Background: an optimization exercise with open tools, aiming at small area. Do not read the settings as production practice.
Only simulation tests tie the RTL to the original design; equivalence was not proved.
Power and IR drop assume default switching activity.

==> design/flow/design.v <==
`timescale 1ns / 1ps
module mtm_Alu_core(
  input wire   [31:0] A,
  input wire   [31:0] B,
  output reg   [31:0] C,
  input wire   [2:0] opmode,
  output reg         carry,
  output reg         overflow,
  output wire        zero,
  output wire        negative
);
  localparam OPMODE_AND  = 3'b000;
  localparam OPMODE_OR   = 3'b001;
  localparam OPMODE_ADD  = 3'b100;
  localparam OPMODE_SUB  = 3'b101;
  wire [32:0] sum_wide;
  wire [32:0] diff_wide;
  assign sum_wide  = {1'b0, A} + {1'b0, B};
  assign diff_wide = {1'b0, A} - {1'b0, B};
  assign zero      = (C == 0);  
  assign negative  = C[31];  
  always @* begin
    case (opmode)
      OPMODE_AND: begin
        C        = A & B;
        carry    = 1'b0;
        overflow = 1'b0;
      end
      OPMODE_OR: begin
        C        = A | B;
        carry    = 1'b0;
        overflow = 1'b0;
      end
      OPMODE_SUB: begin
        C        = diff_wide[31:0];
        carry    = diff_wide[32];  
        overflow = (A[31] ^ B[31]) & (A[31] ^ diff_wide[31]);  
      end
      default: begin  
        C        = sum_wide[31:0];
        carry    = sum_wide[32];  
        overflow = ~(A[31] ^ B[31]) & (A[31] ^ sum_wide[31]);  
      end
    endcase
  end
endmodule
`timescale 1ns / 1ps
module mtm_Alu_deserializer(
  input wire        clk,
  input wire        rst,
  input wire        din,
  output reg [31:0] A_out,
  output reg [31:0] B_out,
  output reg [2:0]  OP_out,
  output reg        t_valid,
  output reg        t_err,
  output reg [2:0]  err_flags  
);
  localparam IDLE     = 3'b000;
  localparam START    = 3'b001;
  localparam DATA     = 3'b011;
  localparam CMD      = 3'b010;
  localparam CMD_READ = 3'b110;
  localparam STOP     = 3'b101;
  localparam T_START      = 3'b000;
  localparam T_WAIT       = 3'b001;
  localparam T_CHECK_ERR  = 3'b011;
  localparam T_SEND_ERR   = 3'b010;
  localparam T_END        = 3'b100;
  reg [7:0] data;
  reg [2:0] state;
  reg [3:0] crc;
  reg [2:0] opmode;
  reg [2:0] byte_cnt;
  reg [3:0] data_cnt;  
  reg       frame_cmd;
  reg       latch_flag;
  reg       latch_cmd;
  reg [7:0] B_3_pre;
  reg [7:0] B_2_pre;
  reg [7:0] B_1_pre;
  reg [7:0] B_0_pre;
  reg [7:0] A_3_pre;
  reg [7:0] A_2_pre;
  reg [7:0] A_1_pre;
  reg [7:0] A_0_pre;
  reg [2:0] OPMODE_pre;
  reg [3:0] CRC_pre;
  reg       data_correct;
  reg  crc_correct;
  wire opmode_correct;
  reg [2:0] transmit_state;
  reg  [3:0]  crc_calc;
  wire [67:0] d;
  always @(posedge clk) begin
    if (!rst) begin
      state      <= IDLE;
      data       <= 8'b0;
      byte_cnt   <= 3'b0;
      data_cnt   <= 4'b0;
      frame_cmd  <= 1'b0;
      data_correct <= 1'b0;
      latch_flag <= 1'b0;
      latch_cmd  <= 1'b0;
    end
    else begin
      latch_flag <= 1'b0;
      latch_cmd  <= 1'b0;
      if (state == IDLE) begin
        if (din)
          state <= IDLE;
        else
          state <= START;
      end
      else if (state == START) begin
        byte_cnt <= 3'b000;
        if (din) begin
          state     <= CMD;
          frame_cmd <= 1'b1;
        end
        else begin
          state     <= DATA;
          frame_cmd <= 1'b0;
        end
      end
      else if (state == DATA) begin
        case (byte_cnt)
          3'b000: data[7] <= din;  
          3'b001: data[6] <= din;
          3'b010: data[5] <= din;
          3'b011: data[4] <= din;
          3'b100: data[3] <= din;
          3'b101: data[2] <= din;
          3'b110: data[1] <= din;
          3'b111: data[0] <= din;
        endcase
        byte_cnt <= byte_cnt + 1'b1;
        if (byte_cnt == 3'b111)
          state <= STOP;
        else
          state <= DATA;
      end
      else if (state == CMD) begin
        state    <= CMD_READ;
        byte_cnt <= 3'b001;  
      end
      else if (state == CMD_READ) begin
        case (byte_cnt)
          3'b001: opmode[2] <= din;
          3'b010: opmode[1] <= din;
          3'b011: opmode[0] <= din;
          3'b100: crc[3]    <= din;
          3'b101: crc[2]    <= din;
          3'b110: crc[1]    <= din;
          3'b111: crc[0]    <= din;
          default: ;
        endcase
        byte_cnt <= byte_cnt + 1'b1;
        if (byte_cnt == 3'b111)
          state <= STOP;
        else
          state <= CMD_READ;
      end
      else if (state == STOP) begin  
        state <= IDLE;
        if (frame_cmd) begin
          latch_cmd    <= 1'b1;
          data_correct <= (data_cnt == 4'd8);
          data_cnt     <= 4'b0;
        end
        else begin
          latch_flag <= 1'b1;
        end
      end
      else
        state <= IDLE;
      if (latch_flag && data_cnt != 4'd9)
        data_cnt <= data_cnt + 1'b1;
    end  
  end  
  assign opmode_correct = (OPMODE_pre == 3'b000 || OPMODE_pre == 3'b001 || OPMODE_pre == 3'b100 || OPMODE_pre == 3'b101);
  always @(posedge clk) begin
    if (latch_flag) begin  
      case (data_cnt)
        4'd0: B_3_pre <= data;
        4'd1: B_2_pre <= data;
        4'd2: B_1_pre <= data;
        4'd3: B_0_pre <= data;
        4'd4: A_3_pre <= data;
        4'd5: A_2_pre <= data;
        4'd6: A_1_pre <= data;
        4'd7: A_0_pre <= data;
        default: ;
      endcase
    end
    if (latch_cmd) begin
      OPMODE_pre   <= opmode;
      CRC_pre      <= crc;
    end
  end
  always @(posedge clk) begin
    if (!rst) begin
      OP_out         <= 3'b000;
      t_valid        <= 1'b0;
      t_err          <= 1'b0;
      err_flags      <= 3'b000;
      transmit_state <= T_WAIT;
    end
    else if (transmit_state == T_WAIT) begin
      t_valid <= 1'b0;
      t_err   <= 1'b0;
      if (latch_cmd)
        transmit_state <= T_CHECK_ERR;
      else
        transmit_state <= T_WAIT;
    end
    else if (transmit_state == T_CHECK_ERR) begin
      if (crc_correct && opmode_correct && data_correct) begin
        transmit_state <= T_START;
      end
      else begin  
        transmit_state <= T_SEND_ERR;
        if (!data_correct)
          err_flags <= 3'b100;
        else if (!crc_correct)
          err_flags <= 3'b010;
        else
          err_flags <= 3'b001;
      end
    end
    else if (transmit_state == T_START) begin
      t_valid     <= 1'b1;
      t_err       <= 1'b0;
      OP_out <= OPMODE_pre;
      A_out  <= {A_3_pre, A_2_pre, A_1_pre, A_0_pre};
      B_out  <= {B_3_pre, B_2_pre, B_1_pre, B_0_pre};
      transmit_state <= T_END;
    end
    else if (transmit_state == T_END) begin
      t_valid <= 1'b0;
      transmit_state   <= T_WAIT;
    end
    else if (transmit_state == T_SEND_ERR) begin
      t_err          <= 1'b1;
      transmit_state <= T_WAIT;
    end
    else begin
      transmit_state <= T_WAIT;
    end
  end
    assign d[67:4] = {B_3_pre, B_2_pre, B_1_pre, B_0_pre, A_3_pre, A_2_pre, A_1_pre, A_0_pre};
    assign d[3]    = 1'b1;
    assign d[2:0]  = OPMODE_pre;
    integer i;
    reg     fb;
    always @* begin
      crc_calc = 4'b0000;
      for (i = 67; i >= 0; i = i - 1) begin
        fb       = crc_calc[3] ^ d[i];
        crc_calc = {crc_calc[2:0], 1'b0} ^ {2'b00, fb, fb};
      end
      crc_correct = (CRC_pre == crc_calc);
    end
endmodule
`timescale 1ns / 1ps
module mtm_Alu_serializer(
  input wire        clk,
  input wire        rst,
  input wire        t_valid,
  input wire        t_err,
  input wire [2:0]  err_flags,  
  input wire        carry,
  input wire        overflow,
  input wire        zero,
  input wire        negative,
  input wire [31:0] C,
  output reg        sout
);
  localparam IDLE      = 3'b000;
  localparam START     = 3'b001;
  localparam SEND_DATA = 3'b011;
  localparam SEND_CTL  = 3'b010;
  localparam STOP      = 3'b110;
  reg [2:0]      state;
  reg [31:0]     C_reg;
  reg [7:0]      CTL_reg;
  reg            send_ctl;
  reg [3:0] t_valid_d;
  reg [2:0] byte_cnt;
  reg [1:0] data_cnt;
  wire [2:0] crc;
  wire [3:0] flags;
  wire       parity;
  reg [2:0]  crc_calc;
  reg        fb;
  integer    i;
  wire [36:0] d;
  always @(posedge clk) begin
    if (!rst) begin
      t_valid_d <= 4'b0000;
    end
    else begin
      t_valid_d[0] <= t_valid;  
      t_valid_d[1] <= t_valid_d[0];  
      t_valid_d[2] <= t_valid_d[1];  
      t_valid_d[3] <= t_valid_d[2];  
    end
  end
  assign flags  = {carry, overflow, zero, negative};
  assign d      = {C, 1'b0, flags};
  always @* begin
    crc_calc = 3'b000;
    for (i = 36; i >= 0; i = i - 1) begin
      fb       = crc_calc[2] ^ d[i];
      crc_calc = {crc_calc[1:0], 1'b0} ^ {1'b0, fb, fb};
    end
  end
  assign crc    = crc_calc;
  assign parity = ~(^{err_flags, err_flags});
  always @(posedge clk) begin
    if (t_err)
      CTL_reg <= {1'b1, err_flags, err_flags, parity};
    case (t_valid_d)
      4'b0001: begin  
	C_reg[31:24] <= C[31:24];
	CTL_reg    <= {1'b0, flags, crc};
      end
      4'b0010: begin
	C_reg[23:16] <= C[23:16];
      end
      4'b0100: begin
	C_reg[15:8] <= C[15:8];
      end
      4'b1000: begin
	C_reg[7:0] <= C[7:0];
      end
    endcase
  end
  always @(posedge clk) begin
    if (!rst) begin
      state     <= IDLE;
      data_cnt  <= 2'b00;
      byte_cnt  <= 3'b000;
      send_ctl  <= 1'b0;
      sout      <= 1'b1;
    end
    else if (state == IDLE) begin
      if (t_valid_d[0]) begin  
	state    <= START;     
	byte_cnt <= 3'b000;
	sout     <= 1'b0;  
      end
      else if ((data_cnt != 2'b00) || send_ctl || t_err) begin  
	state <= START;
	sout  <= 1'b0;  
	if (t_err)
	  send_ctl <= 1'b1;  
      end
      else begin
	state <= IDLE;
	sout  <= 1'b1;
      end
    end
    else if (state == START) begin
      if (send_ctl) begin  
	state <= SEND_CTL;
	sout  <= 1'b1;
      end
      else begin
	state <= SEND_DATA;
	sout  <= 1'b0;
      end
    end
    else if (state == STOP) begin  
      sout     <= 1'b1;
      state    <= IDLE;
    end
    else if (state == SEND_DATA) begin
      byte_cnt <= byte_cnt + 1'b1;
      case (data_cnt) 
        2'b11: begin
          case (byte_cnt)
            3'b000: sout <= C_reg[7];  
            3'b001: sout <= C_reg[6];
            3'b010: sout <= C_reg[5];
            3'b011: sout <= C_reg[4];
            3'b100: sout <= C_reg[3];
            3'b101: sout <= C_reg[2];
            3'b110: sout <= C_reg[1];
            3'b111: sout <= C_reg[0];
          endcase
        end
        2'b10: begin
          case (byte_cnt)
            3'b000: sout <= C_reg[15];  
            3'b001: sout <= C_reg[14];
            3'b010: sout <= C_reg[13];
            3'b011: sout <= C_reg[12];
            3'b100: sout <= C_reg[11];
            3'b101: sout <= C_reg[10];
            3'b110: sout <= C_reg[9];
            3'b111: sout <= C_reg[8];
          endcase
        end
        2'b01: begin
          case (byte_cnt)
            3'b000: sout <= C_reg[23];  
            3'b001: sout <= C_reg[22];
            3'b010: sout <= C_reg[21];
            3'b011: sout <= C_reg[20];
            3'b100: sout <= C_reg[19];
            3'b101: sout <= C_reg[18];
            3'b110: sout <= C_reg[17];
            3'b111: sout <= C_reg[16];
          endcase
        end
        2'b00: begin
          case (byte_cnt)
            3'b000: sout <= C_reg[31];  
            3'b001: sout <= C_reg[30];
            3'b010: sout <= C_reg[29];
            3'b011: sout <= C_reg[28];
            3'b100: sout <= C_reg[27];
            3'b101: sout <= C_reg[26];
            3'b110: sout <= C_reg[25];
            3'b111: sout <= C_reg[24];
          endcase
        end
      endcase
      if (byte_cnt == 3'b111) begin  
        state <= STOP;
        data_cnt <= data_cnt + 1'b1;
	if (data_cnt == 2'b11) begin
          send_ctl <= 1'b1; 
        end
        else begin
          send_ctl <= 1'b0;
        end
      end
      else begin
	state <= SEND_DATA;
      end
    end
    else if (state == SEND_CTL) begin  
      byte_cnt <= byte_cnt + 1'b1;
      case (byte_cnt)
	3'b000: sout <= CTL_reg[7];  
	3'b001: sout <= CTL_reg[6];
	3'b010: sout <= CTL_reg[5];
	3'b011: sout <= CTL_reg[4];
	3'b100: sout <= CTL_reg[3];
	3'b101: sout <= CTL_reg[2];
	3'b110: sout <= CTL_reg[1];
	3'b111: sout <= CTL_reg[0];
      endcase
      if (byte_cnt == 3'b111) begin  
	state <= STOP;
	send_ctl <= 1'b0;
      end
      else begin
	state <= SEND_CTL;
	send_ctl <= 1'b1;
      end
    end
    else begin  
    end
  end  
endmodule
`timescale 1ns / 1ps
module mtm_Alu (
    input  wire clk,    
    input  wire rst_n,  
    input  wire sin,    
    output wire sout    
);
  wire [31:0] A;
  wire [31:0] B;
  wire [31:0] C;
  wire [2:0]  opmode;
  wire        carry;
  wire        overflow;
  wire        zero;
  wire        negative;
  wire        t_valid;
  wire        t_err;
  wire [2:0]  err_flags;
  mtm_Alu_deserializer u_mtm_Alu_deserializer(
    .clk(clk),
    .rst(rst_n),
    .din(sin),
    .A_out(A),
    .B_out(B),
    .OP_out(opmode),
    .t_valid(t_valid),
    .t_err(t_err),
    .err_flags(err_flags)
  );
  mtm_Alu_core u_mtm_Alu_core(
    .A(A),
    .B(B),
    .C(C),
    .opmode(opmode),
    .carry(carry),
    .overflow(overflow),
    .zero(zero),
    .negative(negative)
  );
  mtm_Alu_serializer u_mtm_Alu_serializer(
    .clk(clk),
    .rst(rst_n),
    .t_valid(t_valid),
    .t_err(t_err),
    .err_flags(err_flags),
    .C(C),
    .carry(carry),
    .overflow(overflow),
    .zero(zero),
    .negative(negative),
    .sout(sout)
  );
endmodule
==> design/flow/run.sh <==
#!/bin/bash
# synth_recipe.tcl (not shown) runs the flow's synth.tcl, then flattens the netlist and writes it again
# the make line also repeats each setting of config.mk as NAME=value (left out here)
make -C /OpenROAD-flow-scripts/flow DESIGN_CONFIG=/design/flow/config.mk WORK_HOME=/design/flow/orfs CLKGATE_MAP_FILE= SYNTH_SCRIPT=/design/flow/synth_recipe.tcl finish
==> design/flow/config.mk <==
export PLATFORM = sky130hd
export DESIGN_NAME = mtm_Alu
export DESIGN_NICKNAME = mtm_Alu
export VERILOG_FILES = /design/flow/design.v
export SDC_FILE = /design/flow/constraint.sdc
export NUM_CORES = 4
export LEC_CHECK = 0
export CAP_MARGIN = 20
export CORE_MARGIN = 2
export CORE_UTILIZATION = 40
export SLEW_MARGIN = 20
==> design/flow/constraint.sdc <==
create_clock -name core_clock -period 10.0 [get_ports {clk}]
set_input_delay 2.0000 -clock core_clock [delete_from_list [all_inputs] [get_ports {clk}]]
set_output_delay 2.0000 -clock core_clock [all_outputs]
set_load 0.01 [all_outputs]
==> metrics.log <==
[metrics] static leakage: ~6.5 nW
[metrics] layout overhead on the synthesized area: 9.06%
[metrics] Antenna Diode Count: 0
[metrics] clock-pin slew on the worst setup and hold paths: around 0.060 ns
[metrics] count of flip-flops with a built-in enable after synthesis: about 180
[metrics] final estimated routing congestion in global placement: about 0.90
[metrics] top cells by area in the synthesized netlist: sky130_fd_sc_hd__edfxtp_1 (35%), sky130_fd_sc_hd__ha_1 (9.6%), sky130_fd_sc_hd__xnor2_1 (6.5%)
[metrics] half-perimeter wire length after detailed placement: ~31 mm
[metrics] die span in y: between 200 and 250 um
[metrics] worst path cell trace: inv_1, ha_1, o21ba_1, o21bai_1, a21o_1, a2111oi_4, o21ai_1, a211oi_1, o21ai_0, xnor2_1, o211ai_1, o21ai_0, ha_1, nand3_1, nor4_1, nand2_1, or4_1, nor4_2, nand4_1, or4_4, o31ai_4, xor2_2, xnor3_1, o21ai_1
[metrics] initial DRC count: 982
[metrics] CTS sink count: 229
[metrics] worst slew slack as a fraction of its limit: between 20% and 30%
[metrics] number of I/O port buffers: 3
[metrics] Antenna Nets Post-Route: 0
[metrics] Setup violations, final: 0
[metrics] Cell variety after synth: approximately 100
[metrics] Num CTS Buffers: 27
[metrics] run status: timing/DRC/antenna clean
[metrics] number of setup buffers added after CTS: 0
[metrics] combined area of the multi-input logic cells: around 8200 um2
[metrics] post-layout instance area: 16,800 um2
[metrics] data arrival time of the critical path: between 6 and 7 ns
[metrics] worst IR drop on VDD: between 0.0001 and 0.00015 V
[metrics] Setup CP Type: reg -> reg
[metrics] count of standard-cell rows: around 70
[metrics] number of nets produced by synthesis: ~1.6k
[metrics] Register-to-Register Path Depth: 24
[metrics] Nets: approximately 1.6k
[metrics] leading post-synthesis cells by instance count: sky130_fd_sc_hd__edfxtp_1 (181), sky130_fd_sc_hd__inv_1 (128), sky130_fd_sc_hd__ha_1 (118), sky130_fd_sc_hd__xnor2_1 (115), sky130_fd_sc_hd__a21oi_1 (105)
[metrics] actual slew at the worst max-slew pin: 1.07 ns
[metrics] library cell with the largest summed area after synthesis: sky130_fd_sc_hd__edfxtp_1
[metrics] Max Cap Viol: 0
[metrics] Pwr Total: ~0.0021 W
[metrics] effective utilization at floorplan: between 40% and 50%
[metrics] total of hold buffers inserted after clock tree synthesis: 0
[metrics] FMAX: roughly 150 MHz
[metrics] count of state elements after synthesis: between 200 and 250
[metrics] placed cell areas: between 15,000 and 20,000 um2
[metrics] sort of element at the start of the critical path: flip-flop
[metrics] root cell of the clock tree: sky130_fd_sc_hd__clkbuf_16
[metrics] HP Class: reg -> reg
[metrics] final number of hold-violating endpoints: 0
[metrics] critical path required time: roughly 10 ns
[metrics] number of max-slew violations in the final report: 0
[metrics] Async SR Flop Fraction: 0%
[metrics] overall track demand over capacity in global routing: between 20 and 25%
[metrics] count of instances resized after the clock tree is built: 0
[metrics] peak per-stage delay on the critical path: approximately 0.63 ns
[metrics] vias in the first global route: approximately 11k
[metrics] peak fanout along the critical path: 6
[metrics] post-synth design cell area: approximately 15,000 um2
[metrics] area of the placeable core: 37,800 um2
[metrics] buffer levels on the longest clock path: 3
[metrics] most repeated cell in the gate-level netlist after synthesis: sky130_fd_sc_hd__edfxtp_1
[metrics] DR WL/cell: just over 20 um
[metrics] Worst path top cell family by delay: compound AO/OA/AOI/OAI gates
[metrics] clk latency of the worst-skew pair: approximately 0.56 ns
[metrics] number of gates on the worst path with buffers counted: 24
[metrics] largest net degree at the start of global routing: 65
[metrics] CP max-delay cell: sky130_fd_sc_hd__a211oi_1
[metrics] number of H-tree levels: 1
[metrics] clock tree from TritonCTS: yes
[metrics] TNS Setup: 0 ns
[metrics] Filler Cell Count: approximately 3.5k
[metrics] buffers and inverters on the worst path: 1
[metrics] total congestion overflow: 0
[metrics] Worst setup EP type: flip-flop
[metrics] proportion of layout cells with a drive suffix above 1: about 7.2%
[metrics] share of synthesized area occupied by flip-flops and latches: roughly two fifths
[metrics] clock period minus final worst setup slack: approximately 6.6 ns
[metrics] average via count per standard cell: between 5 and 6
[metrics] antenna violations before repair: 2
[metrics] final period utilization: 65.6%
[metrics] x dimension of the die: between 200 and 250 um
[metrics] area share of the leading cell type in the synthesized netlist: 35.3%
[metrics] count of unresolved DRC violations after routing: 0
[metrics] number of placed I/O pins: 4
[metrics] hold depth: 0
[metrics] post-synthesis average cell area: 10.2 um2
[metrics] number of vias in the routed layout: approximately 11k
[metrics] Initial DRT Pass Iterations: 5
[metrics] setup repair after global routing missed its margin: false
[metrics] synthesized netlist cell count: 1,513
[metrics] register cell area after layout: approximately 6400 um2
[metrics] routed wire length: 40.8 mm
[metrics] total power per unit cell area: 124 nW/um2
[metrics] Worst Skew: between 0.015 and 0.02 ns
[metrics] wire length of the first global-routing pass: about 64 mm
[metrics] Most used DFF post-synth: sky130_fd_sc_hd__edfxtp_1
[metrics] count of warnings emitted by yosys: 3
[metrics] total die area: ~40,000 um2
area by class of cell:
class                   count  share of cell area [%]
clock buffers              31                    4.12
multi-input cells        1090                    49.1
well taps                 511                    3.81
clock inverters            19                    1.17
flip-flops and latches    229                    38.1
repair buffers             16                   0.761
inverters                 130                    2.91
power breakdown:
group	switching (W)	total, W	internal [W]
clock	0.000418	0.000977	0.000558
combinational	0.0000425	0.0000819	0.0000394
sequential	0.00000803	0.00103	0.00102
total	0.000469	0.00209	0.00162
cells in the final DEF, fill, tap and decap left out, types with 14 or more instances in the layout:
master,n
sky130_fd_sc_hd__a21boi_0,16
sky130_fd_sc_hd__clkbuf_16,27
sky130_fd_sc_hd__nand2b_1,14
sky130_fd_sc_hd__nor2_1,77
sky130_fd_sc_hd__nand2_1,94
sky130_fd_sc_hd__inv_1,128
sky130_fd_sc_hd__and3_1,18
sky130_fd_sc_hd__o21ai_0,98
sky130_fd_sc_hd__edfxtp_1,181
sky130_fd_sc_hd__xor2_1,19
sky130_fd_sc_hd__nor3_1,16
sky130_fd_sc_hd__xnor2_1,115
sky130_fd_sc_hd__nand3_1,33
sky130_fd_sc_hd__a21oi_1,104
sky130_fd_sc_hd__nor2b_1,24
sky130_fd_sc_hd__and2_1,24
sky130_fd_sc_hd__o21bai_1,16
sky130_fd_sc_hd__dfxtp_1,48
sky130_fd_sc_hd__xnor3_1,18
sky130_fd_sc_hd__or3_1,26
sky130_fd_sc_hd__ha_1,118
per-stage QoR:
step | worst slack, ns | instances | hold WS, ns | utilization, %
floorplan | 4.46 | 1513 | 0.400 | -
global placement | 3.76 | 1976 | 0.401 | 42.1
detailed placement | 3.52 | 1976 | 0.405 | 42.1
CTS | 3.51 | 2026 | 0.420 | 44.4
global route | 2.95 | 2026 | 0.432 | 44.4
finish | 3.44 | 2026 | 0.418 | 44.4
path summary, 6_finish.rpt:
path                                    start  slack [ns]                                   end
max           u_mtm_Alu_deserializer.A_out[1]        3.44       u_mtm_Alu_serializer.CTL_reg[1]
min          u_mtm_Alu_deserializer.opmode[0]        0.42  u_mtm_Alu_deserializer.OPMODE_pre[0]
max reg2reg   u_mtm_Alu_deserializer.A_out[1]        3.44       u_mtm_Alu_serializer.CTL_reg[1]
min reg2reg  u_mtm_Alu_deserializer.opmode[0]        0.42  u_mtm_Alu_deserializer.OPMODE_pre[0]
cell families after synthesis:
logic type                 count (synthesis)  share of synthesized area [%]
adders and majority gates                120                           9.86
and+or+nand+nor                          381                           12.7
xor gates and xnor gates                 163                           11.6
AOI/OAI and AO/OA                        405                           17.8
DFF                                      229                           41.6
muxes                                     21                           1.45
buffers and inverters                    194                           5.00
routing by layer:
metal | global-route usage (%) | routed length (um)
met5 | 0 | 0
met1 | 27.6 | 17900
met4 | 5.20 | 969
met3 | 2.16 | 2260
met2 | 33.7 | 19600

re-timing with driven ports:
The flow's constraints put no driver on any port. The routed layout listed below was extracted and timed again, unchanged, in two steps. Step 1 (the two cells are an assumption about what drives the block):
set clk [get_ports {clk}]
set_driving_cell -lib_cell sky130_fd_sc_hd__clkbuf_16 $clk
set_driving_cell -lib_cell sky130_fd_sc_hd__buf_2 [delete_from_list [all_inputs] $clk]
Step 2, shift: input delay + t, output delay - t, t = (earliest + latest rising clock arrival at the registers) / 2. This alone moves slack from input paths to output paths. Three values: ideal, step 1, step 2; two values: the first two.
t, ns: 0.607
setup slack, ns: 3.440 / 3.440 / 3.440
worst slew at a driven data input, ns: 0.05
cell pins on the clock port's net: 1
After both steps setup and hold are still met in this run. The setup slack of this run moves by 0.000 ns with the drivers and by 0.000 ns with both steps.
